This is an optimization exercise on Yosys and OpenROAD, whose aim is a short achievable clock period and few clock cycles, not a production implementation.
Only simulation tests tie the RTL to the original design; equivalence was not proved.
Power and IR drop assume default switching activity.

$ cat flow/config.mk
export PLATFORM = sky130hd
export DESIGN_NAME = processor
export DESIGN_NICKNAME = processor
export VERILOG_FILES = /design/flow/design.v
export SDC_FILE = /design/flow/constraint.sdc
export NUM_CORES = 4
export LEC_CHECK = 0
export ABC_CLOCK_PERIOD_IN_PS = 2000
export CAP_MARGIN = 20
export CORE_MARGIN = 2
export CORE_UTILIZATION = 40
export SETUP_SLACK_MARGIN = 3.3
export SLEW_MARGIN = 20
export SYNTH_HIERARCHICAL = 1
export SYNTH_MINIMUM_KEEP_SIZE = 0
$ cat flow/constraint.sdc
create_clock -name core_clock -period 5.5 [get_ports {clk}]
set_input_delay 1.1000 -clock core_clock [delete_from_list [all_inputs] [get_ports {clk}]]
set_output_delay 1.1000 -clock core_clock [all_outputs]
set_load 0.01 [all_outputs]
$ cat flow/design.v
`timescale 1ns / 1ps
module ALU(
    input [15:0] a,
    input s,
    output [15:0] y
);
    assign y = ~(a & {16{s}});
endmodule
module nand3_16(
    input [15:0] a,
    input [15:0] b,
    input [15:0] c,
    output [15:0] y
);
    assign y = ~(a & b & c);
endmodule
module gen_kill(
    input [15:0] a,
    input [15:0] b,
    output [15:0] gn,
    output [15:0] tn
);
    assign gn = ~(a & b);
    assign tn = ~(a | b);
endmodule
module prop_xor(
    input [15:0] a,
    input [15:0] b,
    output [15:0] p
);
    assign p = a ^ b;
endmodule
module ks_level_n #(parameter SPAN = 1) (
    input [15:0] g,
    input [15:0] t,
    output [15:0] gn,
    output [15:0] tn
);
    genvar i;
    generate
        for (i = 0; i < 16; i = i + 1) begin : bits
            if (i >= SPAN) begin : comb
                assign gn[i] = ~(g[i] | (t[i] & g[i-SPAN]));
                assign tn[i] = ~(t[i] & t[i-SPAN]);
            end else begin : pass
                assign gn[i] = ~g[i];
                assign tn[i] = ~t[i];
            end
        end
    endgenerate
endmodule
module ks_level_p #(parameter SPAN = 2) (
    input [15:0] gn,
    input [15:0] tn,
    output [15:0] g,
    output [15:0] t
);
    genvar i;
    generate
        for (i = 0; i < 16; i = i + 1) begin : bits
            if (i >= SPAN) begin : comb
                assign g[i] = ~(gn[i] & (tn[i] | gn[i-SPAN]));
                assign t[i] = ~(tn[i] | tn[i-SPAN]);
            end else begin : pass
                assign g[i] = ~gn[i];
                assign t[i] = ~tn[i];
            end
        end
    endgenerate
endmodule
module ks_carry(
    input [15:0] gn,
    input [15:0] tn,
    output [15:0] con
);
    wire [15:0] g1, t1, g2n, t2n, g3, t3, t4n_unused;
    ks_level_p #(.SPAN(1)) l1 (.gn(gn), .tn(tn), .g(g1), .t(t1));
    ks_level_n #(.SPAN(2)) l2 (.g(g1), .t(t1), .gn(g2n), .tn(t2n));
    ks_level_p #(.SPAN(4)) l3 (.gn(g2n), .tn(t2n), .g(g3), .t(t3));
    ks_level_n #(.SPAN(8)) l4 (.g(g3), .t(t3), .gn(con), .tn(t4n_unused));
endmodule
module zero_carry(
    input [15:0] tn,
    input subn,
    output [15:0] kk
);
    assign kk = ~({tn[14:0], 1'b1} & {16{subn}});
endmodule
module zero_diff(
    input [15:0] p,
    input [15:0] kk,
    output [15:0] diff
);
    assign diff = p ^ kk;
endmodule
module zero_tree(
    input [15:0] diff,
    input rrc_top,
    output z
);
    wire [7:0] l1;
    wire [3:0] l2n;
    wire [1:0] l3;
    zt_nor2 #(.N(8)) t1 (.a(diff[15:8]), .b(diff[7:0]), .y(l1));
    zt_nand2 #(.N(4)) t2 (.a(l1[7:4]), .b(l1[3:0]), .y(l2n));
    zt_nor2 #(.N(2)) t3 (.a(l2n[3:2]), .b(l2n[1:0]), .y(l3));
    wire l4n;
    zt_nand2 #(.N(1)) t4 (.a(l3[1]), .b(l3[0]), .y(l4n));
    zt_nor2 #(.N(1)) t5 (.a(l4n), .b(rrc_top), .y(z));
endmodule
module zt_nor2 #(parameter N = 1) (
    input [N-1:0] a,
    input [N-1:0] b,
    output [N-1:0] y
);
    assign y = ~(a | b);
endmodule
module zt_nand2 #(parameter N = 1) (
    input [N-1:0] a,
    input [N-1:0] b,
    output [N-1:0] y
);
    assign y = ~(a & b);
endmodule
module sum_xor(
    input [15:0] ps,         
    input [15:0] pf,         
    input [15:0] con,
    output [15:0] s,
    output [15:0] sf
);
    assign s = ~(ps ^ {con[14:0], 1'b1});
    assign sf = ~(pf ^ {con[14:0], 1'b1});
endmodule
`timescale 1ns / 1ps
module PC(
    input coutn,             
    input z,
    input [4:0] n00,         
    input [4:0] n01,         
    input [4:0] n10,
    input [4:0] n11,
    output [4:0] addr
);
    wire [4:0] m0, m1;
    mux2_5 mz0 (.s(z), .a(n00), .b(n01), .y(m0));
    mux2_5 mz1 (.s(z), .a(n10), .b(n11), .y(m1));
    mux2_5 mc (.s(coutn), .a(m1), .b(m0), .y(addr));
endmodule
module mux2_5(
    input s,
    input [4:0] a,
    input [4:0] b,
    output [4:0] y
);
    assign y = s ? b : a;
endmodule
`timescale 1ns / 1ps
module flag_register(
    input coutn,             
    input z,
    input c_if1,             
    input c_if0,             
    input z_take,            
    input z_else,            
    output carry_next,
    output zero_next
);
    assign carry_next = coutn ? c_if0 : c_if1;
    assign zero_next = z_take ? z : z_else;
endmodule
`timescale 1ns / 1ps
module register_file(
    input [1:0] idx,
    input [15:0] r0, input [15:0] r1, input [15:0] r2, input [15:0] r3,
    input [15:0] r4, input [15:0] r5, input [15:0] r6, input [15:0] r7,
    output reg [15:0] lo,
    output reg [15:0] hi
);
    always @(*) begin
        case (idx)
            2'd0: begin lo = r0; hi = r4; end
            2'd1: begin lo = r1; hi = r5; end
            2'd2: begin lo = r2; hi = r6; end
            default: begin lo = r3; hi = r7; end
        endcase
    end
endmodule
module rf_read8(
    input [2:0] idx,
    input [15:0] r0, input [15:0] r1, input [15:0] r2, input [15:0] r3,
    input [15:0] r4, input [15:0] r5, input [15:0] r6, input [15:0] r7,
    output reg [15:0] v
);
    always @(*) begin
        case (idx)
            3'd0: v = r0;
            3'd1: v = r1;
            3'd2: v = r2;
            3'd3: v = r3;
            3'd4: v = r4;
            3'd5: v = r5;
            3'd6: v = r6;
            default: v = r7;
        endcase
    end
endmodule
module operand_prep(
    input [15:0] p1,         
    input [15:0] p2,         
    input [15:0] pd,         
    input add, input sub, input unary_a, input shl, input rrc,
    input inc, input dec,
    output [15:0] a,
    output [15:0] b
);
    assign a = (p1 & {16{add}}) | (~p1 & {16{sub}}) | (pd & {16{unary_a}});
    assign b = (p2 & {16{add | sub}}) | (pd & {16{shl}}) |
               ({1'b0, pd[15:1]} & {16{rrc}}) | {{15{dec}}, inc | dec};
endmodule
`timescale 1ns / 1ps
module processor(
    input clk,
    input reset,
    output [4:0] mem_addr,
    output [15:0] mem_wdata,
    output mem_we,
    input [15:0] mem_rdata,
    output [15:0] result
);
    reg [15:0] RA, RB, RC, RD, RE, RF, RG, RH;
    reg carry_flag, zero_flag;
    reg [4:0] addr_q;        
    reg fetch_q;             
    reg [4:0] resume_q;      
    reg we_q;
    reg [15:0] wdata_q;
    reg [7:0] ld_we;         
    reg ex_valid;            
    reg [2:0] ex_rd;
    reg [7:0] ex_we;         
    reg ex_sub, ex_dec, ex_rrc;
    reg [15:0] a_lo, a_hi, b_lo, b_hi;   
    reg sa_lo, sa_hi, sa_f;              
    reg sb_lo, sb_hi, sb_f;              
    reg rrc0_q;              
    reg [15:0] wb_q, res_q, fwd_q;
    reg [7:0] wb_we;
    assign mem_addr = addr_q;
    assign mem_we = we_q;
    assign mem_wdata = wdata_q;
    assign result = RD;
    wire [15:0] a0n, a1n, afn, b0n, b1n, bfn, opa, opb;
    ALU na0 (.a(a_lo), .s(sa_lo), .y(a0n));
    ALU na1 (.a(a_hi), .s(sa_hi), .y(a1n));
    ALU naf (.a(fwd_q), .s(sa_f), .y(afn));
    ALU nb0 (.a(b_lo), .s(sb_lo), .y(b0n));
    ALU nb1 (.a(b_hi), .s(sb_hi), .y(b1n));
    ALU nbf (.a(res_q), .s(sb_f), .y(bfn));
    nand3_16 sela (.a(a0n), .b(a1n), .c(afn), .y(opa));
    nand3_16 selb (.a(b0n), .b(b1n), .c(bfn), .y(opb));
    wire [15:0] gn, tn, p, con;
    gen_kill gk_inst (.a(opa), .b(opb), .gn(gn), .tn(tn));
    prop_xor px_inst (.a(opa), .b(opb), .p(p));
    ks_carry carry_inst (.gn(gn), .tn(tn), .con(con));
    wire rrc_top = ex_rrc & carry_flag;
    wire [15:0] kk, zdiff;
    wire ex_z;
    zero_carry zc_inst (.tn(tn), .subn(~ex_sub), .kk(kk));
    zero_diff zd_inst (.p(p), .kk(kk), .diff(zdiff));
    zero_tree zt_inst (.diff(zdiff), .rrc_top(rrc_top), .z(ex_z));
    wire [15:0] ins = mem_rdata;
    wire [2:0] cls = ins[15:13];
    wire is_load  = fetch_q & (cls == 3'b000);
    wire is_store = fetch_q & (cls == 3'b001);
    wire is_arith = fetch_q & (cls == 3'b010);
    wire is_unary = fetch_q & (cls == 3'b011);
    wire is_jmp   = fetch_q & (cls == 3'b100);
    wire is_jcc   = fetch_q & (cls == 3'b101);
    wire op_sub  = is_arith & (ins[12:11] == 2'b01);
    wire op_add  = is_arith & ~op_sub;
    wire op_incr = is_unary & (ins[12:11] == 2'b00);
    wire op_decr = is_unary & (ins[12:11] == 2'b01);
    wire op_shl  = is_unary & (ins[12:11] == 2'b10);
    wire op_rrc  = is_unary & (ins[12:11] == 2'b11);
    wire fwd_1 = ex_valid & (ex_rd == ins[4:2]);
    wire fwd_2 = ex_valid & (ex_rd == ins[7:5]);
    wire fwd_d = ex_valid & (ex_rd == ins[10:8]);
    wire stall = (op_rrc & fwd_d) | (is_store & fwd_2);
    wire issue_ex = (is_arith | is_unary) & ~stall;
    wire issue_ld = is_load;
    wire issue_st = is_store & ~stall;
    wire [15:0] ra_v = wb_we[0] ? wb_q : RA;
    wire [15:0] rb_v = wb_we[1] ? wb_q : RB;
    wire [15:0] rc_v = wb_we[2] ? wb_q : RC;
    wire [15:0] rd_v = wb_we[3] ? wb_q : RD;
    wire [15:0] re_v = wb_we[4] ? wb_q : RE;
    wire [15:0] rf_v = wb_we[5] ? wb_q : RF;
    wire [15:0] rg_v = wb_we[6] ? wb_q : RG;
    wire [15:0] rh_v = wb_we[7] ? wb_q : RH;
    wire [15:0] r1_lo, r1_hi, r2_lo, r2_hi, rd_lo, rd_hi, store_data;
    register_file read_1 (.idx(ins[3:2]), .r0(ra_v), .r1(rb_v), .r2(rc_v), .r3(rd_v),
        .r4(re_v), .r5(rf_v), .r6(rg_v), .r7(rh_v), .lo(r1_lo), .hi(r1_hi));
    register_file read_2 (.idx(ins[6:5]), .r0(ra_v), .r1(rb_v), .r2(rc_v), .r3(rd_v),
        .r4(re_v), .r5(rf_v), .r6(rg_v), .r7(rh_v), .lo(r2_lo), .hi(r2_hi));
    register_file read_d (.idx(ins[9:8]), .r0(ra_v), .r1(rb_v), .r2(rc_v), .r3(rd_v),
        .r4(re_v), .r5(rf_v), .r6(rg_v), .r7(rh_v), .lo(rd_lo), .hi(rd_hi));
    rf_read8 read_s (.idx(ins[7:5]), .r0(ra_v), .r1(rb_v), .r2(rc_v), .r3(rd_v),
        .r4(re_v), .r5(rf_v), .r6(rg_v), .r7(rh_v), .v(store_data));
    wire [15:0] a_lo_n, a_hi_n, b_lo_n, b_hi_n;
    wire unary_a = op_incr | op_decr | op_shl;
    operand_prep prep_lo (.p1(r1_lo), .p2(r2_lo), .pd(rd_lo),
        .add(op_add), .sub(op_sub), .unary_a(unary_a), .shl(op_shl), .rrc(op_rrc),
        .inc(op_incr), .dec(op_decr), .a(a_lo_n), .b(b_lo_n));
    operand_prep prep_hi (.p1(r1_hi), .p2(r2_hi), .pd(rd_hi),
        .add(op_add), .sub(op_sub), .unary_a(unary_a), .shl(op_shl), .rrc(op_rrc),
        .inc(op_incr), .dec(op_decr), .a(a_hi_n), .b(b_hi_n));
    wire a_hi_sel = is_arith ? ins[4] : ins[10];
    wire b_hi_sel = is_arith ? ins[7] : ins[10];
    wire a_fwd = is_arith ? fwd_1 : (unary_a & fwd_d);
    wire b_fwd = is_arith ? fwd_2 : (op_shl & fwd_d);
    wire [15:0] ps = p ^ {16{ex_sub}} ^ {rrc_top, 15'd0};
    wire [15:0] ex_res, ex_fwd, ex_wb, ex_wb_unused;
    sum_xor sum_inst (.ps(ps), .pf(ps ^ {16{op_sub}}), .con(con), .s(ex_res), .sf(ex_fwd));
    sum_xor sum_wb (.ps(ps), .pf(ps), .con(con), .s(ex_wb), .sf(ex_wb_unused));
    wire rrc_c = ex_rrc & rrc0_q;
    wire carry_next, zero_next;
    flag_register flag_inst (
        .coutn(con[15]), .z(ex_z),
        .c_if1(~reset & c_if1), .c_if0(~reset & c_if0),
        .z_take(~reset & ex_valid), .z_else(~reset & zero_flag),
        .carry_next(carry_next), .zero_next(zero_next)
    );
    wire [4:0] addr_inc = addr_q + 5'd1;
    wire j_c1 = is_jcc & (ins[12:11] == 2'b11);    
    wire j_c0 = is_jcc & (ins[12:11] == 2'b00);    
    wire j_z1 = is_jcc & (ins[12:11] == 2'b01);    
    wire j_z0 = is_jcc & (ins[12:11] == 2'b10);    
    wire c_if1 = ex_valid ? (~ex_dec | rrc_c) : carry_flag;
    wire c_if0 = ex_valid ? (ex_dec | rrc_c) : carry_flag;
    wire z_if1 = ex_valid | zero_flag;
    wire z_if0 = ~ex_valid & zero_flag;
    wire take_fix = is_load | is_store | is_jmp;
    wire take_c1 = take_fix | (j_c1 & c_if1) | (j_c0 & ~c_if1);
    wire take_c0 = take_fix | (j_c1 & c_if0) | (j_c0 & ~c_if0);
    wire take_z1 = (j_z1 & z_if1) | (j_z0 & ~z_if1);
    wire take_z0 = (j_z1 & z_if0) | (j_z0 & ~z_if0);
    wire fixed = reset | ~fetch_q | stall;
    wire [4:0] fixed_addr = reset ? 5'd0 : ~fetch_q ? resume_q : addr_q;
    wire [4:0] n00 = fixed ? fixed_addr : (take_c0 | take_z0) ? ins[4:0] : addr_inc;
    wire [4:0] n01 = fixed ? fixed_addr : (take_c0 | take_z1) ? ins[4:0] : addr_inc;
    wire [4:0] n10 = fixed ? fixed_addr : (take_c1 | take_z0) ? ins[4:0] : addr_inc;
    wire [4:0] n11 = fixed ? fixed_addr : (take_c1 | take_z1) ? ins[4:0] : addr_inc;
    wire [4:0] next_addr;
    PC pc_inst (.coutn(con[15]), .z(ex_z),
        .n00(n00), .n01(n01), .n10(n10), .n11(n11),
        .addr(next_addr));
    always @(posedge clk) begin
        addr_q <= next_addr;
        carry_flag <= carry_next;
        zero_flag <= zero_next;
        res_q <= ex_res;
        wb_q <= ex_wb;
        fwd_q <= ex_fwd;
        resume_q <= fetch_q ? addr_inc : resume_q;
        wdata_q <= store_data;
        a_lo <= a_lo_n;
        a_hi <= a_hi_n;
        b_lo <= b_lo_n;
        b_hi <= b_hi_n;
        sa_lo <= ~a_fwd & ~a_hi_sel;
        sa_hi <= ~a_fwd & a_hi_sel;
        sa_f <= a_fwd;
        sb_lo <= ~b_fwd & ~b_hi_sel;
        sb_hi <= ~b_fwd & b_hi_sel;
        sb_f <= b_fwd;
        rrc0_q <= ins[10] ? rd_hi[0] : rd_lo[0];
        ex_rd <= ins[10:8];
        ex_sub <= op_sub;
        ex_dec <= op_decr;
        ex_rrc <= op_rrc;
    end
    always @(posedge clk) begin
        if (reset) begin
            fetch_q <= 1'b1;
            we_q <= 1'b0;
            ld_we <= 8'd0;
            ex_valid <= 1'b0;
            ex_we <= 8'd0;
            wb_we <= 8'd0;
        end else begin
            fetch_q <= ~(issue_ld | issue_st);
            we_q <= issue_st;
            ld_we <= issue_ld ? (8'd1 << ins[10:8]) : 8'd0;
            ex_valid <= issue_ex;
            ex_we <= issue_ex ? (8'd1 << ins[10:8]) : 8'd0;
            wb_we <= ex_we;
        end
    end
    always @(posedge clk) begin
        if (reset) begin
            RA <= 16'h0000; RB <= 16'h0000; RC <= 16'h0000; RD <= 16'h0000;
            RE <= 16'h0000; RF <= 16'h0000; RG <= 16'h0000; RH <= 16'h0000;
        end else begin
            if (ld_we[0]) RA <= mem_rdata; else if (wb_we[0]) RA <= wb_q;
            if (ld_we[1]) RB <= mem_rdata; else if (wb_we[1]) RB <= wb_q;
            if (ld_we[2]) RC <= mem_rdata; else if (wb_we[2]) RC <= wb_q;
            if (ld_we[3]) RD <= mem_rdata; else if (wb_we[3]) RD <= wb_q;
            if (ld_we[4]) RE <= mem_rdata; else if (wb_we[4]) RE <= wb_q;
            if (ld_we[5]) RF <= mem_rdata; else if (wb_we[5]) RF <= wb_q;
            if (ld_we[6]) RG <= mem_rdata; else if (wb_we[6]) RG <= wb_q;
            if (ld_we[7]) RH <= mem_rdata; else if (wb_we[7]) RH <= wb_q;
        end
    end
endmodule
$ cat flow/run.sh
#!/bin/bash
# synth_recipe.tcl (not shown) runs the flow's synth.tcl, then flattens the netlist and writes it again
# the make line also repeats each setting of config.mk as NAME=value (left out here)
make -C /OpenROAD-flow-scripts/flow DESIGN_CONFIG=/design/flow/config.mk WORK_HOME=/design/flow/orfs CLKGATE_MAP_FILE= SYNTH_SCRIPT=/design/flow/synth_recipe.tcl finish
==> results of run 1 <==
[worst max-delay path: stages]
cell	delay, ps
buf_2	300
and2b_2	240
a221oi_4	90
a211oi_4	290
buf_4	160
mux2i_1	200
o22ai_1	100
mux2_2	300
mux2_4	270
[power by group through the flow]
stage	registers, mW	clock network [mW]	logic, mW
floorplan	2.41	0	0.468
global placement	2.45	0	0.599
detailed placement	2.45	0	0.606
CTS	2.39	2.45	0.688
global route	2.40	2.55	0.778
finish	2.40	2.44	0.739
[repair_timing]
action	CTS	global route
pin swaps	26	12
endpoints found under the hold margin	0	0
resized for setup	330	90
cloned	3	8
endpoints found under the setup margin	202	195
buffers inserted	49	15
hold buffers	0	0
[per-stage QoR]
stage | cell area, sq um | instances
floorplan | 18750 | 1955
global placement | 19120 | 2490
detailed placement | 19120 | 2490
CTS | 21320 | 2605
global route | 21960 | 2628
finish | 21960 | 2628
[routing by layer]
| metal | vias up | wire [um] | part of all wire | global-route usage |
|---|---|---|---|---|
| met4 | 0 | 2794 | 0.043 | 0.1215 |
| met3 | 158 | 6385 | 0.097 | 0.05328 |
| met2 | 860 | 29900 | 0.46 | 0.4087 |
| li1 | 7059 | - | - | - |
| met5 | - | 0 | 0 | 0 |
| met1 | 7702 | 26580 | 0.40 | 0.3453 |
[area by class of cell]
type,count,area [sq um]
fillers,4298,24300
clock inverters,13,133.9
inverters,33,136.4
well taps,607,759.5
flip-flops and latches,308,6284
clock buffers,50,1045
repair buffers,161,1694
multi-input cells,1456,11900
[worst min path at each step]
stage / start / to / slack (ps)
final: ex_we[2] / wb_we[2] / 440
after detailed placement: ex_we[0] / wb_we[0] / 420
after floorplan: ex_we[0] / wb_we[0] / 410
after global routing: ex_we[1] / wb_we[1] / 450
after global placement: ex_we[4] / wb_we[4] / 420
after CTS: ex_we[0] / wb_we[0] / 440
==> run summary, run 1 <==
- Arr. time, crit path: ~3100 ps
- Endpoints failing setup: 0
- Setup crit end kind: flop
- Status: timing/DRC/antenna clean
- FP Rows: slightly below 80
- Most frequent cells in the layout: dfxtp_1 (273), nor2_1 (182), nand2_1 (178)
- Max clock buf depth: 3
- Setup Skew: just under 20 ps
- Slack of the critical path: 2873 ps
- Setup tns final: 0 ps
- Slew headroom: 0.4213
- Port Buffers: 55
- Logic pwr share: 0.132
- Initial antenna violation count: 0
- Largest net degree at the start of global routing: 65
- Num CTS Buffers: 36
- Routed wire per std cell: between 20 and 25 um
- Antenna viol nets, final: 0
- Share of cells above drive strength 1: 0.3261
- Setup crit start kind: input port
- Syn Area/Cell: approximately 9.5 sq um
- CP Launch Point: mem_rdata[11]
- Reg2Reg Launch Point: sa_f
- Sw Ratio: 0.2708
- I/O pin cnt: 56
- Max cap viols: 0
- DR iter-0 viols: 1606
- Fmax: between 0.3 and 0.4 GHz
- Initial Util: 0.4030
- Int Pwr: around 4.1 mW
- WS Path Type: in2reg
- Minimum clock period: 2627 ps
- Final worst-path cycle share: 0.4776
- Vias in the first global route: 14830
- DRT Pass-1 Iters: 6
- Drt drc: 0
- Hold WC Path Type: reg2reg
- Power after layout: 5.576 mW
- Synth warn: 9
- Psw: around 1.5 mW
- DP Worst Slack: around 1500 ps
- DP Wirelength: a little under 40000 um
- Maximum VDD drop: between 200 and 250 uV
- Full die area: 48350 sq um
- Mapped cell area: 18640 sq um
- Die width: about 220 um
- CTS tree: done
- Placeable Area: 46260 sq um
- Worst-path maximum fanout: 14
- First-pass GRT wire length: roughly 94000 um
- Global Route Usage Sum: 0.2611
- Part of the power in registers: 0.430
- Layout area overhead: 17.78%
- Worst hold margin: 435.7 ps
- Final hold vios: 0
- Worst-Margin Slew: 868.1 ps
- Vias per cell: roughly 6.0
- Static Leak: just under 9 nW
- R2r setup slk: between 2000 and 3000 ps
- Worst r2r dst: addr_q[0]
- Die Height: between 200 and 250 um
- Clock Power Share: 0.438
- Nets: between 2000 and 2500
- Clock slew seen by the registers of the worst setup and hold paths: approximately 60 ps
- Worst Setup EP: addr_q[0]
- Antenna Diode Count: 0
- Vias: 15780
- RSZ-0062 raised after global routing: yes
- CTS Sinks: 308
- Clock Latency Late Sink: approximately 540 ps
- Final core utilization: 0.4746
- Commonest non-fill, non-tap cell in the layout: dfxtp_1
- H-Tree Depth: 2
- Remaining Overflow, GRT: 0
- Post-synthesis cell count: around 2000
- FF-to-FF path depth: 13
- Clk root buf: clkbuf_16
- WHS Path Cells: 1
- Worst EP required: around 5900 ps
- P per Cell Area: ~250 nW/um^2
- RD Place Congestion: about 0.89
- Max-slew violation count: 0
- WL final: 65660 um
Testbench counts, summed over its fixed seeds: cycles 20,108.
==> run 2, diff against run 1 <==
--- a/flow/design.v
+++ b/flow/design.v
@@ -124,11 +124,15 @@
 endmodule
-module sum_xor(
-    input [15:0] ps,         
-    input [15:0] pf,         
+module carry_mux(
     input [15:0] con,
-    output [15:0] s,
-    output [15:0] sf
-);
-    assign s = ~(ps ^ {con[14:0], 1'b1});
-    assign sf = ~(pf ^ {con[14:0], 1'b1});
+    input [15:0] x1,
+    input [15:0] x0,
+    output [15:0] y
+);
+    assign y[0] = x0[0];
+    genvar i;
+    generate
+        for (i = 1; i < 16; i = i + 1) begin : bits
+            assign y[i] = con[i-1] ? x0[i] : x1[i];
+        end
+    endgenerate
 endmodule
@@ -136,22 +140,13 @@
 module PC(
-    input coutn,             
     input z,
-    input [4:0] n00,         
-    input [4:0] n01,         
-    input [4:0] n10,
-    input [4:0] n11,
+    input coutn,             
+    input [4:0] zt,
+    input [4:0] zf,
+    input [4:0] ct,
+    input [4:0] cf,
     output [4:0] addr
 );
-    wire [4:0] m0, m1;
-    mux2_5 mz0 (.s(z), .a(n00), .b(n01), .y(m0));
-    mux2_5 mz1 (.s(z), .a(n10), .b(n11), .y(m1));
-    mux2_5 mc (.s(coutn), .a(m1), .b(m0), .y(addr));
-endmodule
-module mux2_5(
-    input s,
-    input [4:0] a,
-    input [4:0] b,
-    output [4:0] y
-);
-    assign y = s ? b : a;
+    wire [4:0] zpart = z ? zt : zf;
+    wire [4:0] cpart = coutn ? cf : ct;
+    assign addr = zpart | cpart;
 endmodule
@@ -213,8 +208,12 @@
     input inc, input dec,
-    output [15:0] a,
-    output [15:0] b
-);
-    assign a = (p1 & {16{add}}) | (~p1 & {16{sub}}) | (pd & {16{unary_a}});
-    assign b = (p2 & {16{add | sub}}) | (pd & {16{shl}}) |
-               ({1'b0, pd[15:1]} & {16{rrc}}) | {{15{dec}}, inc | dec};
+    input a_sel,             
+    input b_sel,             
+    output [15:0] an,        
+    output [15:0] bn         
+);
+    wire [15:0] a = (p1 & {16{add}}) | (~p1 & {16{sub}}) | (pd & {16{unary_a}});
+    wire [15:0] b = (p2 & {16{add | sub}}) | (pd & {16{shl}}) |
+                    ({1'b0, pd[15:1]} & {16{rrc}}) | {{15{dec}}, inc | dec};
+    assign an = ~(a & {16{a_sel}});
+    assign bn = ~(b & {16{b_sel}});
 endmodule
@@ -233,2 +232,3 @@
     reg [4:0] addr_q;        
+    reg [4:0] mem_addr_q;    
     reg fetch_q;             
@@ -242,9 +242,9 @@
     reg ex_sub, ex_dec, ex_rrc;
-    reg [15:0] a_lo, a_hi, b_lo, b_hi;   
-    reg sa_lo, sa_hi, sa_f;              
-    reg sb_lo, sb_hi, sb_f;              
     reg rrc0_q;              
-    reg [15:0] wb_q, res_q, fwd_q;
+    reg [15:0] an_lo, an_hi, bn_lo, bn_hi;
+    reg [15:0] fwd_an;       
+    reg [15:0] fwd_bn;       
+    reg [15:0] wb_q;
     reg [7:0] wb_we;
-    assign mem_addr = addr_q;
+    assign mem_addr = mem_addr_q;
     assign mem_we = we_q;
@@ -252,11 +252,5 @@
     assign result = RD;
-    wire [15:0] a0n, a1n, afn, b0n, b1n, bfn, opa, opb;
-    ALU na0 (.a(a_lo), .s(sa_lo), .y(a0n));
-    ALU na1 (.a(a_hi), .s(sa_hi), .y(a1n));
-    ALU naf (.a(fwd_q), .s(sa_f), .y(afn));
-    ALU nb0 (.a(b_lo), .s(sb_lo), .y(b0n));
-    ALU nb1 (.a(b_hi), .s(sb_hi), .y(b1n));
-    ALU nbf (.a(res_q), .s(sb_f), .y(bfn));
-    nand3_16 sela (.a(a0n), .b(a1n), .c(afn), .y(opa));
-    nand3_16 selb (.a(b0n), .b(b1n), .c(bfn), .y(opb));
+    wire [15:0] opa, opb;
+    nand3_16 sela (.a(an_lo), .b(an_hi), .c(fwd_an), .y(opa));
+    nand3_16 selb (.a(bn_lo), .b(bn_hi), .c(fwd_bn), .y(opb));
     wire [15:0] gn, tn, p, con;
@@ -271,2 +265,3 @@
     zero_tree zt_inst (.diff(zdiff), .rrc_top(rrc_top), .z(ex_z));
+    wire [15:0] ps = p ^ {16{ex_sub}} ^ {rrc_top, 15'd0};
     wire [15:0] ins = mem_rdata;
@@ -309,10 +304,3 @@
         .r4(re_v), .r5(rf_v), .r6(rg_v), .r7(rh_v), .v(store_data));
-    wire [15:0] a_lo_n, a_hi_n, b_lo_n, b_hi_n;
     wire unary_a = op_incr | op_decr | op_shl;
-    operand_prep prep_lo (.p1(r1_lo), .p2(r2_lo), .pd(rd_lo),
-        .add(op_add), .sub(op_sub), .unary_a(unary_a), .shl(op_shl), .rrc(op_rrc),
-        .inc(op_incr), .dec(op_decr), .a(a_lo_n), .b(b_lo_n));
-    operand_prep prep_hi (.p1(r1_hi), .p2(r2_hi), .pd(rd_hi),
-        .add(op_add), .sub(op_sub), .unary_a(unary_a), .shl(op_shl), .rrc(op_rrc),
-        .inc(op_incr), .dec(op_decr), .a(a_hi_n), .b(b_hi_n));
     wire a_hi_sel = is_arith ? ins[4] : ins[10];
@@ -321,7 +309,21 @@
     wire b_fwd = is_arith ? fwd_2 : (op_shl & fwd_d);
-    wire [15:0] ps = p ^ {16{ex_sub}} ^ {rrc_top, 15'd0};
-    wire [15:0] ex_res, ex_fwd, ex_wb, ex_wb_unused;
-    sum_xor sum_inst (.ps(ps), .pf(ps ^ {16{op_sub}}), .con(con), .s(ex_res), .sf(ex_fwd));
-    sum_xor sum_wb (.ps(ps), .pf(ps), .con(con), .s(ex_wb), .sf(ex_wb_unused));
+    wire [15:0] an_lo_d, an_hi_d, bn_lo_d, bn_hi_d;
+    operand_prep prep_lo (.p1(r1_lo), .p2(r2_lo), .pd(rd_lo),
+        .add(op_add), .sub(op_sub), .unary_a(unary_a), .shl(op_shl), .rrc(op_rrc),
+        .inc(op_incr), .dec(op_decr),
+        .a_sel(~a_fwd & ~a_hi_sel), .b_sel(~b_fwd & ~b_hi_sel),
+        .an(an_lo_d), .bn(bn_lo_d));
+    operand_prep prep_hi (.p1(r1_hi), .p2(r2_hi), .pd(rd_hi),
+        .add(op_add), .sub(op_sub), .unary_a(unary_a), .shl(op_shl), .rrc(op_rrc),
+        .inc(op_incr), .dec(op_decr),
+        .a_sel(~a_fwd & a_hi_sel), .b_sel(~b_fwd & b_hi_sel),
+        .an(an_hi_d), .bn(bn_hi_d));
+    wire [15:0] pf = ps ^ {16{op_sub}};
+    wire [15:0] fwd_an_d, fwd_bn_d, wb_d;
+    carry_mux cm_fa (.con(con), .x1(~(~pf & {16{a_fwd}})), .x0(~(pf & {16{a_fwd}})), .y(fwd_an_d));
+    carry_mux cm_fb (.con(con), .x1(~(~ps & {16{b_fwd}})), .x0(~(ps & {16{b_fwd}})), .y(fwd_bn_d));
+    carry_mux cm_wb (.con(con), .x1(~ps), .x0(ps), .y(wb_d));
     wire rrc_c = ex_rrc & rrc0_q;
+    wire exc_1 = ~ex_dec | rrc_c;
+    wire exc_0 = ex_dec | rrc_c;
     wire carry_next, zero_next;
@@ -329,3 +331,4 @@
         .coutn(con[15]), .z(ex_z),
-        .c_if1(~reset & c_if1), .c_if0(~reset & c_if0),
+        .c_if1(~reset & (ex_valid ? exc_1 : carry_flag)),
+        .c_if0(~reset & (ex_valid ? exc_0 : carry_flag)),
         .z_take(~reset & ex_valid), .z_else(~reset & zero_flag),
@@ -334,2 +337,3 @@
     wire [4:0] addr_inc = addr_q + 5'd1;
+    wire [4:0] tgt = ins[4:0];
     wire j_c1 = is_jcc & (ins[12:11] == 2'b11);    
@@ -338,40 +342,37 @@
     wire j_z0 = is_jcc & (ins[12:11] == 2'b10);    
-    wire c_if1 = ex_valid ? (~ex_dec | rrc_c) : carry_flag;
-    wire c_if0 = ex_valid ? (ex_dec | rrc_c) : carry_flag;
-    wire z_if1 = ex_valid | zero_flag;
-    wire z_if0 = ~ex_valid & zero_flag;
-    wire take_fix = is_load | is_store | is_jmp;
-    wire take_c1 = take_fix | (j_c1 & c_if1) | (j_c0 & ~c_if1);
-    wire take_c0 = take_fix | (j_c1 & c_if0) | (j_c0 & ~c_if0);
-    wire take_z1 = (j_z1 & z_if1) | (j_z0 & ~z_if1);
-    wire take_z0 = (j_z1 & z_if0) | (j_z0 & ~z_if0);
-    wire fixed = reset | ~fetch_q | stall;
-    wire [4:0] fixed_addr = reset ? 5'd0 : ~fetch_q ? resume_q : addr_q;
-    wire [4:0] n00 = fixed ? fixed_addr : (take_c0 | take_z0) ? ins[4:0] : addr_inc;
-    wire [4:0] n01 = fixed ? fixed_addr : (take_c0 | take_z1) ? ins[4:0] : addr_inc;
-    wire [4:0] n10 = fixed ? fixed_addr : (take_c1 | take_z0) ? ins[4:0] : addr_inc;
-    wire [4:0] n11 = fixed ? fixed_addr : (take_c1 | take_z1) ? ins[4:0] : addr_inc;
-    wire [4:0] next_addr;
-    PC pc_inst (.coutn(con[15]), .z(ex_z),
-        .n00(n00), .n01(n01), .n10(n10), .n11(n11),
+    wire late = ~reset & ex_valid;
+    wire late_z = late & (j_z1 | j_z0);
+    wire late_c = late & (j_c1 | j_c0);
+    wire take_early = is_load | is_store | is_jmp |
+                      (j_c1 & carry_flag) | (j_c0 & ~carry_flag) |
+                      (j_z1 & zero_flag) | (j_z0 & ~zero_flag);
+    wire [4:0] fixed = reset ? 5'd0 :
+                       ~fetch_q ? resume_q :
+                       stall ? addr_q :
+                       take_early ? tgt : addr_inc;
+    wire tc1 = j_c1 ? exc_1 : ~exc_1;
+    wire tc0 = j_c1 ? exc_0 : ~exc_0;
+    wire [4:0] zt = late_z ? (j_z1 ? tgt : addr_inc) : late_c ? 5'd0 : fixed;
+    wire [4:0] zf = late_z ? (j_z0 ? tgt : addr_inc) : late_c ? 5'd0 : fixed;
+    wire [4:0] ct = late_c ? (tc1 ? tgt : addr_inc) : 5'd0;
+    wire [4:0] cf = late_c ? (tc0 ? tgt : addr_inc) : 5'd0;
+    wire [4:0] next_addr, next_mem_addr;
+    PC pc_inst (.z(ex_z), .coutn(con[15]), .zt(zt), .zf(zf), .ct(ct), .cf(cf),
         .addr(next_addr));
+    PC pc_out (.z(ex_z), .coutn(con[15]), .zt(zt), .zf(zf), .ct(ct), .cf(cf),
+        .addr(next_mem_addr));
     always @(posedge clk) begin
         addr_q <= next_addr;
+        mem_addr_q <= next_mem_addr;
         carry_flag <= carry_next;
         zero_flag <= zero_next;
-        res_q <= ex_res;
-        wb_q <= ex_wb;
-        fwd_q <= ex_fwd;
+        wb_q <= wb_d;
+        fwd_an <= fwd_an_d;
+        fwd_bn <= fwd_bn_d;
+        an_lo <= an_lo_d;
+        an_hi <= an_hi_d;
+        bn_lo <= bn_lo_d;
+        bn_hi <= bn_hi_d;
         resume_q <= fetch_q ? addr_inc : resume_q;
         wdata_q <= store_data;
-        a_lo <= a_lo_n;
-        a_hi <= a_hi_n;
-        b_lo <= b_lo_n;
-        b_hi <= b_hi_n;
-        sa_lo <= ~a_fwd & ~a_hi_sel;
-        sa_hi <= ~a_fwd & a_hi_sel;
-        sa_f <= a_fwd;
-        sb_lo <= ~b_fwd & ~b_hi_sel;
-        sb_hi <= ~b_fwd & b_hi_sel;
-        sb_f <= b_fwd;
         rrc0_q <= ins[10] ? rd_hi[0] : rd_lo[0];
==> run summary, run 2 <==
- Placed inst area: ~20000 sq um
- Post-layout instance area: about 23000 sq um
- Quantity of hold-fixing buffers added after cts: 0
- DR iter-0 viols: ~2000
- Setup Skew: roughly 22 ps
- Post-synthesis cell count: about 2000
- Most frequent cells in the layout: dfxtp_1 (282), nor2_1 (193), mux2_2 (163)
- RD Place Congestion: ~0.9
- Worst hold margin: ~430 ps
- Antenna Diode Count: 0
- Largest net degree at the start of global routing: between 70 and 80
- P per Cell Area: about 250 nW/um^2
- Top delay family on crit path: buffers and inverters
- Setup tns final: 0 ps
- Status: timing/DRC/antenna clean
- Vias: around 16000
- Endpoints failing setup: 0
- Placeable Area: between 40000 and 50000 sq um
- Routed wire per std cell: between 20 and 30 um
- Synth warn: 9
- Hold WC Path Type: reg2reg
- Initial Util: 0.4026
- Setup crit start kind: input port
- DP Worst Slack: 1334 ps
- Global Route Usage Sum: 0.2743
- Die Height: between 200 and 250 um
- Vias per cell: 6.050
- Nets: around 2100
- Fmax: roughly 0.43 GHz
- Final worst-path cycle share: 0.4182
- WS Path Type: in2reg
- Vias in the first global route: ~15000
- Maximum VDD drop: about 200 uV
- RSZ-0062 raised after global routing: yes
- Share of cells above drive strength 1: 0.3708
- Die width: 222.5 um
- Final std cells w/o fill: about 2700
- Slowest cell on crit path: nor2b_4
- Inst Count DP: between 2000 and 3000
- CTS tree: done
- Worst-Margin Slew: a little over 900 ps
- Setup crit end kind: flop
- FP Rows: 80
- Arr. time, crit path: around 2800 ps
- H-Tree Depth: 2
- Final hold vios: 0
- First-pass GRT wire length: between 100000 and 150000 um
- Fillcell total: 4349
- Max clock buf depth: 3
- Slowest stage delay, CP: between 200 and 300 ps
- WL final: around 70000 um
- Static Leak: 9.400 nW
- Initial antenna violation count: 3
- Worst-path maximum fanout: 6
- Worst EP required: between 5000 and 6000 ps
- I/O pin cnt: 56
- Max-slew violation count: 0
- Minimum clock period: 2300 ps
- CP cell instances: buf_6, buf_12, xnor2_2, nand4_1, buf_6, buf_6, nand2b_4, o21ai_4, buf_12, buf_8, nor2b_4, clkbuf_16, o21ai_1
- DP Wirelength: between 40000 and 50000 um
- Final core utilization: 0.4895
- Slack of the critical path: between 3000 and 4000 ps
- Clk root buf: clkbuf_16
- Mapped cell area: between 15000 and 20000 sq um
- DRT Pass-1 Iters: 8
- Max cap viols: 0
- Slew headroom: 0.3905
- Antenna viol nets, final: 0
- Full die area: between 40000 and 50000 sq um
- Buf+Inv Stages, Crit Path: 7
- CP dominant cell by count: buf_6
- Port Buffers: 55
- Layout area overhead: 21.58%
- Remaining Overflow, GRT: 0
- Syn Area/Cell: about 9.7 sq um
- Power after layout: between 5 and 6 mW
- CTS Sinks: roughly 300
- Commonest non-fill, non-tap cell in the layout: dfxtp_1
- Clock Latency Late Sink: 570 ps
- Clock slew seen by the registers of the worst setup and hold paths: approximately 60 ps
- Drt drc: 0
- Num CTS Buffers: 37
[run 2: timing repair]
action | in CTS | in global routing
pin swaps | 38 | 27
resized for setup | 380 | 109
endpoints found under the setup margin | 261 | 175
buffers inserted | 57 | 15
gates cloned | 17 | 9
[run 2: final timing paths]
kind                                    start  endpoint  slack [ps]  depth (start not counted)
worst max-delay path            mem_rdata[10]  an_lo[9]        3200                         13
worst min-delay path                 ex_we[1]  wb_we[1]         430                          1
worst max register to register       wb_we[3]  bn_lo[1]        3240                          4
worst min register to register       ex_we[1]  wb_we[1]         430                          1
[run 2: power by group]
| part | total [mW] | leakage [nW] | switching (mW) | internal, mW |
|---|---|---|---|---|
| sequential | 2.35 | 2.52 | 0.0618 | 2.29 |
| clock | 2.60 | 0.638 | 1.02 | 1.58 |
| combinational | 0.772 | 6.24 | 0.443 | 0.329 |
[run 2: final cells by class]
class                           instances  area, sq um  area share
Multi-Input combinational cell       1474        12550      0.5402
Timing Repair Buffer                  180         2173     0.09358
Clock buffer                           55         1137     0.04897
Timing Repair inverter                  2        15.01   0.0006465
Clock inverter                         12        146.4    0.006304
Sequential cell                       307         6259      0.2695
Inverter                               41        177.7    0.007650
Tap cell                              615        769.5     0.03313
[run 2: routing by layer]
| metal | vias up | wire, um | global-route usage |
|---|---|---|---|
| li1 | 7206 | - | - |
| met1 | 7990 | 29030 | 0.3751 |
| met2 | 870 | 31260 | 0.4197 |
| met3 | 184 | 6729 | 0.05171 |
| met4 | 0 | 3476 | 0.1260 |
| met5 | - | 0 | 0 |
Testbench counts of run 2, summed over its fixed seeds: cycles 20,108.
==> run 3, diff against run 2 <==
--- a/flow/design.v
+++ b/flow/design.v
@@ -8,2 +8,9 @@
 endmodule
+module mask_n(
+    input [15:0] a,
+    input s,
+    output [15:0] y
+);
+    assign y = ~(a & {16{s}});
+endmodule
 module nand3_16(
@@ -16,2 +23,11 @@
 endmodule
+module nand4_16(
+    input [15:0] a,
+    input [15:0] b,
+    input [15:0] c,
+    input [15:0] d,
+    output [15:0] y
+);
+    assign y = ~(a & b & c & d);
+endmodule
 module gen_kill(
@@ -206,6 +222,10 @@
     input [15:0] pd,         
-    input add, input sub, input unary_a, input shl, input rrc,
-    input inc, input dec,
-    input a_sel,             
-    input b_sel,             
+    input a_1,               
+    input a_1n,              
+    input a_d,               
+    input b_2,               
+    input b_d,               
+    input b_r,               
+    input b_one,             
+    input b_ones,            
     output [15:0] an,        
@@ -213,7 +233,5 @@
 );
-    wire [15:0] a = (p1 & {16{add}}) | (~p1 & {16{sub}}) | (pd & {16{unary_a}});
-    wire [15:0] b = (p2 & {16{add | sub}}) | (pd & {16{shl}}) |
-                    ({1'b0, pd[15:1]} & {16{rrc}}) | {{15{dec}}, inc | dec};
-    assign an = ~(a & {16{a_sel}});
-    assign bn = ~(b & {16{b_sel}});
+    assign an = ~((p1 & {16{a_1}}) | (~p1 & {16{a_1n}}) | (pd & {16{a_d}}));
+    assign bn = ~((p2 & {16{b_2}}) | (pd & {16{b_d}}) | ({1'b0, pd[15:1]} & {16{b_r}}) |
+                  {{15{b_ones}}, b_one});
 endmodule
@@ -242,2 +260,3 @@
     reg ex_sub, ex_dec, ex_rrc;
+    reg ex_subn_z;           
     reg rrc0_q;              
@@ -246,4 +265,6 @@
     reg [15:0] fwd_bn;       
+    reg [15:0] fwd_bsn;      
     reg [15:0] wb_q;
     reg [7:0] wb_we;
+    reg rf_clear;            
     assign mem_addr = mem_addr_q;
@@ -254,3 +275,3 @@
     nand3_16 sela (.a(an_lo), .b(an_hi), .c(fwd_an), .y(opa));
-    nand3_16 selb (.a(bn_lo), .b(bn_hi), .c(fwd_bn), .y(opb));
+    nand4_16 selb (.a(bn_lo), .b(bn_hi), .c(fwd_bn), .d(fwd_bsn), .y(opb));
     wire [15:0] gn, tn, p, con;
@@ -262,3 +283,3 @@
     wire ex_z;
-    zero_carry zc_inst (.tn(tn), .subn(~ex_sub), .kk(kk));
+    zero_carry zc_inst (.tn(tn), .subn(ex_subn_z), .kk(kk));
     zero_diff zd_inst (.p(p), .kk(kk), .diff(zdiff));
@@ -283,14 +304,15 @@
     wire fwd_d = ex_valid & (ex_rd == ins[10:8]);
-    wire stall = (op_rrc & fwd_d) | (is_store & fwd_2);
-    wire issue_ex = (is_arith | is_unary) & ~stall;
+    wire st_retry = is_store & fwd_2;
+    wire issue_ex = is_arith | is_unary;
     wire issue_ld = is_load;
-    wire issue_st = is_store & ~stall;
-    wire [15:0] ra_v = wb_we[0] ? wb_q : RA;
-    wire [15:0] rb_v = wb_we[1] ? wb_q : RB;
-    wire [15:0] rc_v = wb_we[2] ? wb_q : RC;
-    wire [15:0] rd_v = wb_we[3] ? wb_q : RD;
-    wire [15:0] re_v = wb_we[4] ? wb_q : RE;
-    wire [15:0] rf_v = wb_we[5] ? wb_q : RF;
-    wire [15:0] rg_v = wb_we[6] ? wb_q : RG;
-    wire [15:0] rh_v = wb_we[7] ? wb_q : RH;
+    wire issue_st = is_store;
+    wire [15:0] rf_on = {16{~rf_clear}};
+    wire [15:0] ra_v = (wb_we[0] ? wb_q : RA) & rf_on;
+    wire [15:0] rb_v = (wb_we[1] ? wb_q : RB) & rf_on;
+    wire [15:0] rc_v = (wb_we[2] ? wb_q : RC) & rf_on;
+    wire [15:0] rd_v = (wb_we[3] ? wb_q : RD) & rf_on;
+    wire [15:0] re_v = (wb_we[4] ? wb_q : RE) & rf_on;
+    wire [15:0] rf_v = (wb_we[5] ? wb_q : RF) & rf_on;
+    wire [15:0] rg_v = (wb_we[6] ? wb_q : RG) & rf_on;
+    wire [15:0] rh_v = (wb_we[7] ? wb_q : RH) & rf_on;
     wire [15:0] r1_lo, r1_hi, r2_lo, r2_hi, rd_lo, rd_hi, store_data;
@@ -305,16 +327,20 @@
     wire unary_a = op_incr | op_decr | op_shl;
-    wire a_hi_sel = is_arith ? ins[4] : ins[10];
-    wire b_hi_sel = is_arith ? ins[7] : ins[10];
-    wire a_fwd = is_arith ? fwd_1 : (unary_a & fwd_d);
-    wire b_fwd = is_arith ? fwd_2 : (op_shl & fwd_d);
+    wire a_fwd = (is_arith & fwd_1) | (unary_a & fwd_d);
+    wire b_fwd = (is_arith & fwd_2) | (op_shl & fwd_d);
+    wire bs_fwd = op_rrc & fwd_d;
+    wire n1 = ~fwd_1, n2 = ~fwd_2, nd = ~fwd_d;
     wire [15:0] an_lo_d, an_hi_d, bn_lo_d, bn_hi_d;
     operand_prep prep_lo (.p1(r1_lo), .p2(r2_lo), .pd(rd_lo),
-        .add(op_add), .sub(op_sub), .unary_a(unary_a), .shl(op_shl), .rrc(op_rrc),
-        .inc(op_incr), .dec(op_decr),
-        .a_sel(~a_fwd & ~a_hi_sel), .b_sel(~b_fwd & ~b_hi_sel),
+        .a_1(op_add & n1 & ~ins[4]), .a_1n(op_sub & n1 & ~ins[4]),
+        .a_d(unary_a & nd & ~ins[10]),
+        .b_2(is_arith & n2 & ~ins[7]), .b_d(op_shl & nd & ~ins[10]),
+        .b_r(op_rrc & nd & ~ins[10]),
+        .b_one(op_incr | op_decr), .b_ones(op_decr),
         .an(an_lo_d), .bn(bn_lo_d));
     operand_prep prep_hi (.p1(r1_hi), .p2(r2_hi), .pd(rd_hi),
-        .add(op_add), .sub(op_sub), .unary_a(unary_a), .shl(op_shl), .rrc(op_rrc),
-        .inc(op_incr), .dec(op_decr),
-        .a_sel(~a_fwd & a_hi_sel), .b_sel(~b_fwd & b_hi_sel),
+        .a_1(op_add & n1 & ins[4]), .a_1n(op_sub & n1 & ins[4]),
+        .a_d(unary_a & nd & ins[10]),
+        .b_2(is_arith & n2 & ins[7]), .b_d(op_shl & nd & ins[10]),
+        .b_r(op_rrc & nd & ins[10]),
+        .b_one(1'b0), .b_ones(1'b0),
         .an(an_hi_d), .bn(bn_hi_d));
@@ -322,5 +348,10 @@
     wire [15:0] fwd_an_d, fwd_bn_d, wb_d;
-    carry_mux cm_fa (.con(con), .x1(~(~pf & {16{a_fwd}})), .x0(~(pf & {16{a_fwd}})), .y(fwd_an_d));
-    carry_mux cm_fb (.con(con), .x1(~(~ps & {16{b_fwd}})), .x0(~(ps & {16{b_fwd}})), .y(fwd_bn_d));
+    wire [15:0] sum_a, sum_b;
+    carry_mux cm_fa (.con(con), .x1(~pf), .x0(pf), .y(sum_a));
+    carry_mux cm_fb (.con(con), .x1(~ps), .x0(ps), .y(sum_b));
     carry_mux cm_wb (.con(con), .x1(~ps), .x0(ps), .y(wb_d));
+    mask_n fa_mask (.a(sum_a), .s(a_fwd), .y(fwd_an_d));
+    mask_n fb_mask (.a(sum_b), .s(b_fwd), .y(fwd_bn_d));
+    wire [15:0] fwd_bsn_d;
+    mask_n fbs_mask (.a({1'b0, sum_b[15:1]}), .s(bs_fwd), .y(fwd_bsn_d));
     wire rrc_c = ex_rrc & rrc0_q;
@@ -350,3 +381,2 @@
                        ~fetch_q ? resume_q :
-                       stall ? addr_q :
                        take_early ? tgt : addr_inc;
@@ -371,2 +401,3 @@
         fwd_bn <= fwd_bn_d;
+        fwd_bsn <= fwd_bsn_d;
         an_lo <= an_lo_d;
@@ -375,7 +406,8 @@
         bn_hi <= bn_hi_d;
-        resume_q <= fetch_q ? addr_inc : resume_q;
+        resume_q <= ~fetch_q ? resume_q : st_retry ? addr_q : addr_inc;
         wdata_q <= store_data;
-        rrc0_q <= ins[10] ? rd_hi[0] : rd_lo[0];
+        rrc0_q <= bs_fwd ? ps[0] : ins[10] ? rd_hi[0] : rd_lo[0];
         ex_rd <= ins[10:8];
         ex_sub <= op_sub;
+        ex_subn_z <= ~op_sub;
         ex_dec <= op_decr;
@@ -393,3 +425,3 @@
             fetch_q <= ~(issue_ld | issue_st);
-            we_q <= issue_st;
+            we_q <= issue_st & ~st_retry;
             ld_we <= issue_ld ? (8'd1 << ins[10:8]) : 8'd0;
@@ -401,3 +433,4 @@
     always @(posedge clk) begin
-        if (reset) begin
+        rf_clear <= reset;
+        if (rf_clear) begin
             RA <= 16'h0000; RB <= 16'h0000; RC <= 16'h0000; RD <= 16'h0000;
--- a/flow/config.mk
+++ b/flow/config.mk
@@ -10,4 +10,4 @@
 export CORE_MARGIN = 2
-export CORE_UTILIZATION = 40
-export SETUP_SLACK_MARGIN = 3.3
+export CORE_UTILIZATION = 60
+export SETUP_SLACK_MARGIN = 3.6
 export SLEW_MARGIN = 20
==> run summary, run 3 <==
- Most frequent cells in the layout: nor2_1 (423), dfxtp_1 (267), a21oi_1 (154)
- Synth warn: 9
- Layout area overhead: 36.68%
- Status: timing/DRC/antenna clean
- Static Leak: ~11 nW
- DR iter-0 viols: slightly below 3000
- Setup Skew: 30.87 ps
- Clk root buf: clkbuf_16
- Largest net degree at the start of global routing: 73
- Endpoints failing setup: 0
- Final std cells w/o fill: between 2000 and 3000
- RSZ-0062 raised after global routing: yes
- Max-slew violation count: 0
- Inst Count DP: 2483
- FP Rows: 65
- Vias: 19080
- RD Place Congestion: between 0.9 and 1
- Remaining Overflow, GRT: 0
- Die width: around 180 um
- WL final: between 80000 and 90000 um
- Clock Latency Late Sink: roughly 570 ps
- Quantity of hold-fixing buffers added after cts: 0
- Slowest stage delay, CP: between 300 and 400 ps
- DRT Pass-1 Iters: 10
- Max cap viols: 0
- Vias per cell: between 6 and 7
- Post-synthesis cell count: roughly 2100
- Slowest cell on crit path: dfxtp_1
- P per Cell Area: approximately 240 nW/um^2
- Maximum VDD drop: approximately 290 uV
- First-pass GRT wire length: between 100000 and 150000 um
- DP Worst Slack: approximately 1500 ps
- Hold WC Path Type: reg2reg
- Power after layout: 6.260 mW
- Port Buffers: 55
- Die Height: around 180 um
- Antenna Diode Count: 0
- CP dominant cell by count: nand2_1
- Global Route Usage Sum: 0.4486
- Full die area: approximately 34000 sq um
- Antenna viol nets, final: 0
- Fillcell total: approximately 1700
- Clock slew seen by the registers of the worst setup and hold paths: 60 ps
- CTS Sinks: 325
- Worst EP required: between 5000 and 6000 ps
- Share of cells above drive strength 1: 0.4294
- Worst-Margin Slew: 711.4 ps
- Slack of the critical path: ~3200 ps
- CTS tree: done
- Setup crit start kind: flop
- Mapped cell area: around 19000 sq um
- Fmax: ~0.43 GHz
- Nets: ~2300
- Max clock buf depth: 3
- I/O pin cnt: between 50 and 60
- Vias in the first global route: approximately 18000
- WS Path Type: reg2reg
- Syn Area/Cell: 9.093 sq um
- Final worst-path cycle share: 0.4221
- CP cell instances: nand4_1, nor2_4, nand2_1, xor2_1, nor2_1, nand2_1, nor2_2, nand2_2, nor2_4, buf_6, mux2i_1, nand2_1
- Drt drc: 0
- Worst-path maximum fanout: 7
- Placeable Area: approximately 32000 sq um
- Slew headroom: 0.5251
- Worst hold margin: 436.5 ps
- DP Wirelength: approximately 41000 um
- H-Tree Depth: 2
- Setup tns final: 0 ps
- Setup crit end kind: flop
- Minimum clock period: 2322 ps
- Num CTS Buffers: 38
- Initial Util: 0.6128
- Routed wire per std cell: slightly below 30 um
- Final hold vios: 0
- Initial antenna violation count: 1
- Arr. time, crit path: ~2800 ps
- Commonest non-fill, non-tap cell in the layout: nor2_1
## run 3: stage by stage
stage	utilization	area [sq um]
3_3_place_gp	0.6290	20000
5_1_grt	0.8375	26630
3_5_place_dp	0.6295	20020
4_1_cts	0.7901	25130
6_report	0.8375	26630
2_1_floorplan	-	20080
## run 3: critical path: cells and delay by family (launching register included)
kind | cells | cell delay [ps]
DFF | 1 | 340
muxes | 1 | 220
xor gates and xnor gates | 1 | 200
and+or+nand+nor | 9 | 1290
buffers and inverters | 1 | 160
## run 3: timing repair
action                                  4_1_cts  5_1_grt
setup buffers                               130       46
endpoints found under the hold margin         0        0
resized for setup                           665      235
pin swaps                                   147       70
endpoints found under the setup margin      239      200
gates cloned                                 33        4
## run 3: area by class of cell
class	count	area, sq um	area share
Timing Repair Buffer	298	3872	0.1454
Multi-Input combinational cell	1595	14060	0.5280
Clock buffer	51	1080	0.04054
Tap cell	435	544.3	0.02044
Inverter	43	171.4	0.006436
Sequential cell	325	6655	0.2499
Clock inverter	19	247.7	0.009302
## run 3: worst paths after layout
kind / from / endpoint / slack, ps / depth (start not counted)
worst min register to register: ex_we[7] / wb_we[7] / 440 / 1
worst min-delay path: ex_we[7] / wb_we[7] / 440 / 1
worst max register to register: bn_lo[3] / mem_addr_q[1] / 3180 / 12
worst max-delay path: bn_lo[3] / mem_addr_q[1] / 3180 / 12
## run 3: layer usage
| layer | up-vias | global-route usage | wire (um) |
|---|---|---|---|
| li1 | 7878 | - | - |
| met1 | 9104 | 0.5693 | 28920 |
| met2 | 1595 | 0.6756 | 34880 |
| met3 | 503 | 0.1326 | 11350 |
| met4 | 0 | 0.2717 | 6374 |
| met5 | - | 0 | 0 |
## run 3: power breakdown
| part | total, mW | switching [mW] | internal (mW) | leakage [nW] |
|---|---|---|---|---|
| sequential | 2.52 | 0.100 | 2.42 | 2.67 |
| clock | 2.72 | 1.10 | 1.63 | 0.660 |
| combinational | 1.02 | 0.558 | 0.458 | 7.30 |
| total | 6.26 | 1.76 | 4.50 | 10.6 |
Testbench counts of run 3, summed over its fixed seeds: cycles 20,130.
==> run 4, diff against run 3 <==
--- a/flow/design.v
+++ b/flow/design.v
@@ -15,2 +15,10 @@
 endmodule
+module mask_or_n(
+    input [15:0] a,
+    input s,
+    input [15:0] k,
+    output [15:0] y
+);
+    assign y = ~((a & {16{s}}) | k);
+endmodule
 module nand3_16(
@@ -168,2 +176,38 @@
 endmodule
+module addr_cand(
+    input [4:0] op,          
+    input fetch,             
+    input reset,
+    input ex_valid,          
+    input carry_flag,
+    input zero_flag,
+    input exc_1,             
+    input exc_0,             
+    input [4:0] tgt,
+    input [4:0] inc,
+    input [4:0] other,       
+    output [4:0] zt,
+    output [4:0] zf,
+    output [4:0] ct,
+    output [4:0] cf
+);
+    wire norm = fetch & ~reset;
+    wire jcc = norm & (op[4:2] == 3'b101);
+    wire j_c1 = jcc & (op[1:0] == 2'b11);    
+    wire j_c0 = jcc & (op[1:0] == 2'b00);    
+    wire j_z1 = jcc & (op[1:0] == 2'b01);    
+    wire j_z0 = jcc & (op[1:0] == 2'b10);    
+    wire late_z = ex_valid & (j_z1 | j_z0);
+    wire late_c = ex_valid & (j_c1 | j_c0);
+    wire take_early = (op[4:2] == 3'b000) | (op[4:2] == 3'b001) | (op[4:2] == 3'b100) |
+                      (j_c1 & carry_flag) | (j_c0 & ~carry_flag) |
+                      (j_z1 & zero_flag) | (j_z0 & ~zero_flag);
+    wire tc1 = j_c1 ? exc_1 : ~exc_1;
+    wire tc0 = j_c1 ? exc_0 : ~exc_0;
+    wire [4:0] fixed = ~norm ? other : take_early ? tgt : inc;
+    assign zt = late_z ? (j_z1 ? tgt : inc) : late_c ? 5'd0 : fixed;
+    assign zf = late_z ? (j_z0 ? tgt : inc) : late_c ? 5'd0 : fixed;
+    assign ct = late_c ? (tc1 ? tgt : inc) : 5'd0;
+    assign cf = late_c ? (tc0 ? tgt : inc) : 5'd0;
+endmodule
 `timescale 1ns / 1ps
@@ -199,21 +243,2 @@
 endmodule
-module rf_read8(
-    input [2:0] idx,
-    input [15:0] r0, input [15:0] r1, input [15:0] r2, input [15:0] r3,
-    input [15:0] r4, input [15:0] r5, input [15:0] r6, input [15:0] r7,
-    output reg [15:0] v
-);
-    always @(*) begin
-        case (idx)
-            3'd0: v = r0;
-            3'd1: v = r1;
-            3'd2: v = r2;
-            3'd3: v = r3;
-            3'd4: v = r4;
-            3'd5: v = r5;
-            3'd6: v = r6;
-            default: v = r7;
-        endcase
-    end
-endmodule
 module operand_prep(
@@ -271,3 +296,4 @@
     assign mem_we = we_q;
-    assign mem_wdata = wdata_q;
+    reg [15:0] st_q;
+    assign mem_wdata = wdata_q | st_q;
     assign result = RD;
@@ -304,3 +330,2 @@
     wire fwd_d = ex_valid & (ex_rd == ins[10:8]);
-    wire st_retry = is_store & fwd_2;
     wire issue_ex = is_arith | is_unary;
@@ -324,4 +349,4 @@
         .r4(re_v), .r5(rf_v), .r6(rg_v), .r7(rh_v), .lo(rd_lo), .hi(rd_hi));
-    rf_read8 read_s (.idx(ins[7:5]), .r0(ra_v), .r1(rb_v), .r2(rc_v), .r3(rd_v),
-        .r4(re_v), .r5(rf_v), .r6(rg_v), .r7(rh_v), .v(store_data));
+    wire st_fwd = is_store & fwd_2;
+    assign store_data = (r2_hi & {16{ins[7] & ~st_fwd}}) | (r2_lo & {16{~ins[7] & ~st_fwd}});
     wire unary_a = op_incr | op_decr | op_shl;
@@ -337,3 +362,3 @@
         .b_r(op_rrc & nd & ~ins[10]),
-        .b_one(op_incr | op_decr), .b_ones(op_decr),
+        .b_one(1'b0), .b_ones(1'b0),
         .an(an_lo_d), .bn(bn_lo_d));
@@ -353,3 +378,6 @@
     mask_n fa_mask (.a(sum_a), .s(a_fwd), .y(fwd_an_d));
-    mask_n fb_mask (.a(sum_b), .s(b_fwd), .y(fwd_bn_d));
+    mask_or_n fb_mask (.a(sum_b), .s(b_fwd), .k({{15{op_decr}}, op_incr | op_decr}),
+        .y(fwd_bn_d));
+    wire [15:0] st_d;
+    carry_mux cm_st (.con(con), .x1(~ps & {16{st_fwd}}), .x0(ps & {16{st_fwd}}), .y(st_d));
     wire [15:0] fwd_bsn_d;
@@ -369,21 +397,8 @@
     wire [4:0] tgt = ins[4:0];
-    wire j_c1 = is_jcc & (ins[12:11] == 2'b11);    
-    wire j_c0 = is_jcc & (ins[12:11] == 2'b00);    
-    wire j_z1 = is_jcc & (ins[12:11] == 2'b01);    
-    wire j_z0 = is_jcc & (ins[12:11] == 2'b10);    
-    wire late = ~reset & ex_valid;
-    wire late_z = late & (j_z1 | j_z0);
-    wire late_c = late & (j_c1 | j_c0);
-    wire take_early = is_load | is_store | is_jmp |
-                      (j_c1 & carry_flag) | (j_c0 & ~carry_flag) |
-                      (j_z1 & zero_flag) | (j_z0 & ~zero_flag);
-    wire [4:0] fixed = reset ? 5'd0 :
-                       ~fetch_q ? resume_q :
-                       take_early ? tgt : addr_inc;
-    wire tc1 = j_c1 ? exc_1 : ~exc_1;
-    wire tc0 = j_c1 ? exc_0 : ~exc_0;
-    wire [4:0] zt = late_z ? (j_z1 ? tgt : addr_inc) : late_c ? 5'd0 : fixed;
-    wire [4:0] zf = late_z ? (j_z0 ? tgt : addr_inc) : late_c ? 5'd0 : fixed;
-    wire [4:0] ct = late_c ? (tc1 ? tgt : addr_inc) : 5'd0;
-    wire [4:0] cf = late_c ? (tc0 ? tgt : addr_inc) : 5'd0;
+    wire [4:0] zt, zf, ct, cf;
+    addr_cand cand_inst (.op(ins[15:11]), .fetch(fetch_q), .reset(reset),
+        .ex_valid(ex_valid), .carry_flag(carry_flag), .zero_flag(zero_flag),
+        .exc_1(exc_1), .exc_0(exc_0), .tgt(tgt), .inc(addr_inc),
+        .other(reset ? 5'd0 : resume_q),
+        .zt(zt), .zf(zf), .ct(ct), .cf(cf));
     wire [4:0] next_addr, next_mem_addr;
@@ -406,3 +421,5 @@
         bn_hi <= bn_hi_d;
-        resume_q <= ~fetch_q ? resume_q : st_retry ? addr_q : addr_inc;
+        if (fetch_q)
+            resume_q <= addr_inc;
+        st_q <= st_d;
         wdata_q <= store_data;
@@ -425,3 +442,3 @@
             fetch_q <= ~(issue_ld | issue_st);
-            we_q <= issue_st & ~st_retry;
+            we_q <= issue_st;
             ld_we <= issue_ld ? (8'd1 << ins[10:8]) : 8'd0;
--- a/flow/config.mk
+++ b/flow/config.mk
@@ -7,7 +7,7 @@
 export LEC_CHECK = 0
-export ABC_CLOCK_PERIOD_IN_PS = 2000
+export ABC_AREA = 1
 export CAP_MARGIN = 20
 export CORE_MARGIN = 2
-export CORE_UTILIZATION = 60
-export SETUP_SLACK_MARGIN = 3.6
+export CORE_UTILIZATION = 40
+export SETUP_SLACK_MARGIN = 3.3
 export SLEW_MARGIN = 20
==> run summary, run 4 <==
- Top delay family on crit path: flip-flops
- Vias in the first global route: 20640
- Psw: a little under 2 mW
- Num CTS Buffers: 40
- DRT Pass-1 Iters: 6
- Static Leak: 13.00 nW
- Antenna Diode Count: 0
- Routed wire per std cell: 19.41 um
- R2r setup slk: about 3300 ps
- Setup crit end kind: output port
- CTS Sinks: roughly 340
- CP cell instances: or2_4, buf_6
- Clock Latency Late Sink: about 580 ps
- Syn Area/Cell: between 6 and 7 sq um
- Max-slew violation count: 0
- Quantity of hold-fixing buffers added after cts: 0
- Vias per cell: ~5.2
- Clock Power Share: 0.432
- Layout area overhead: 15.73%
- Antenna viol nets, final: 0
- Global Route Usage Sum: 0.2762
- Arr. time, crit path: approximately 1300 ps
- Minimum clock period: roughly 2400 ps
- Worst EP required: roughly 4400 ps
- Most frequent cells in the layout: nand2_1 (914), inv_1 (554), nand3_1 (325)
- Endpoints failing setup: 0
- RSZ-0062 raised after global routing: yes
- Logic pwr share: 0.169
- Worst path depth: 2
- Commonest non-fill, non-tap cell in the layout: nand2_1
- Port Buffers: 55
- Reg2Reg Launch Point: rf_clear
- Slack of the critical path: roughly 3100 ps
- Worst r2r dst: bn_hi[4]
- Worst-path maximum fanout: 1
- Initial antenna violation count: 1
- Mapped cell area: approximately 23000 sq um
- Vias: about 23000
- WL final: approximately 85000 um
- Setup tns final: 0 ps
- Sw Ratio: 0.2983
- DP Worst Slack: about 1700 ps
- Worst Setup EP: mem_wdata[13]
- Final hold vios: 0
- Clk root buf: clkbuf_16
- CTS tree: done
- Fillcell total: 5915
- Clock slew seen by the registers of the worst setup and hold paths: ~70 ps
- P per Cell Area: between 200 and 250 nW/um^2
- Maximum VDD drop: 201.7 uV
- Buf+Inv Stages, Crit Path: 1
- WS Path Type: reg2out
- Setup Skew: about 15 ps
- H-Tree Depth: 2
- Remaining Overflow, GRT: 0
- RD Place Congestion: between 0.9 and 1
- Slowest stage delay, CP: 340 ps
- CP Launch Point: st_q[13]
- Final worst-path cycle share: 0.4345
- First-pass GRT wire length: around 130000 um
- Drt drc: 0
- Max cap viols: 0
- Die Height: around 240 um
- Slew headroom: 0.4055
- Initial Util: 0.4041
- Status: timing/DRC/antenna clean
- FF-to-FF path depth: 7
- Synth warn: 8
- I/O pin cnt: 56
- Slowest cell on crit path: dfxtp_2
- Nets: 3627
- DR iter-0 viols: between 2000 and 3000
- Largest net degree at the start of global routing: 92
- Post-synthesis cell count: ~3600
- Fmax: 0.4185 GHz
- Power after layout: about 6.6 mW
- Hold WC Path Type: reg2reg
- Placeable Area: between 50000 and 60000 sq um
- Int Pwr: approximately 4.6 mW
- Part of the power in registers: 0.399
- DP Wirelength: 55010 um
- FP Rows: 87
- Max clock buf depth: 3
- Share of cells above drive strength 1: 0.1866
- Setup crit start kind: flop
- Die width: 242.7 um
- Worst-Margin Slew: roughly 890 ps
- Full die area: 58890 sq um
==> run 4: worst register-to-register path, delay by kind of cell (launching register included) <==
| family | cells | cell delay, ps |
|---|---|---|
| buf+inv | 1 | 380 |
| flops | 1 | 620 |
| simple gates | 6 | 1090 |
==> run 4: power by group through the flow <==
stage	Combinational, mW	Sequential [mW]	Clock [mW]
2_1_floorplan	0.711	2.66	0
3_3_place_gp	0.968	2.68	0
3_5_place_dp	0.971	2.68	0
4_1_cts	1.02	2.62	2.87
5_1_grt	1.20	2.62	2.99
6_report	1.11	2.62	2.84
==> run 4: stage by stage <==
| step | util | instances | hold slack, ps | instance area, sq um |
|---|---|---|---|---|
| finish | 0.4677 | 4390 | 386.9 | 26370 |
| global route | 0.4677 | 4390 | 417.2 | 26370 |
| CTS | 0.4532 | 4356 | 385.5 | 25550 |
| detailed placement | 0.4131 | 4245 | 385.7 | 23290 |
| global placement | 0.4131 | 4245 | 380.8 | 23290 |
| floorplan | - | 3600 | 388.3 | 23090 |
==> run 4: worst min path at each step <==
stage,from,to,slack (ps),cells past startpoint
2_1_floorplan,ex_we[0],wb_we[0],390,2
5_1_grt,ex_we[5],wb_we[5],420,2
3_5_place_dp,ex_we[7],wb_we[7],390,2
4_1_cts,ex_we[7],wb_we[7],390,2
6_report,ex_we[7],wb_we[7],390,2
3_3_place_gp,ex_we[6],wb_we[6],380,2
==> run 4: routing by layer <==
metal  up-vias  track usage  part of all wire
met5         -            0                 0
li1      11200            -                 -
met1     10460       0.3793              0.42
met4         0       0.1342             0.053
met3       271      0.05584             0.098
met2      1063       0.4119              0.43
==> run 4: timing repair <==
item / 4_1_cts / 5_1_grt
endpoints found under the hold margin: 0 / 0
cloned: 9 / 10
setup endpoints to repair: 242 / 178
pin swaps: 30 / 45
resized for setup: 357 / 172
setup buffers: 34 / 24
==> run 4: cell type report <==
class	count	area, sq um	share of cell area
multi-input combinational	2464	13000	0.4931
tap	756	945.9	0.03587
timing repair inverter	1	8.758	0.0003321
clock inverter	9	145.1	0.005504
clock buffer	59	1224	0.04640
timing repair buffer	161	1708	0.06477
inverter	599	2372	0.08996
sequential	341	6964	0.2641
Testbench counts of run 4, summed over its fixed seeds: cycles 20,048.

Check on run 4: ideal ports give 3.110 ns setup slack; a clkbuf_16 on the clock port and buf_2 on the inputs give 3.052 ns; moving port delays by the midpoint clock arrival (0.627 ns) as well gives 2.676 ns.
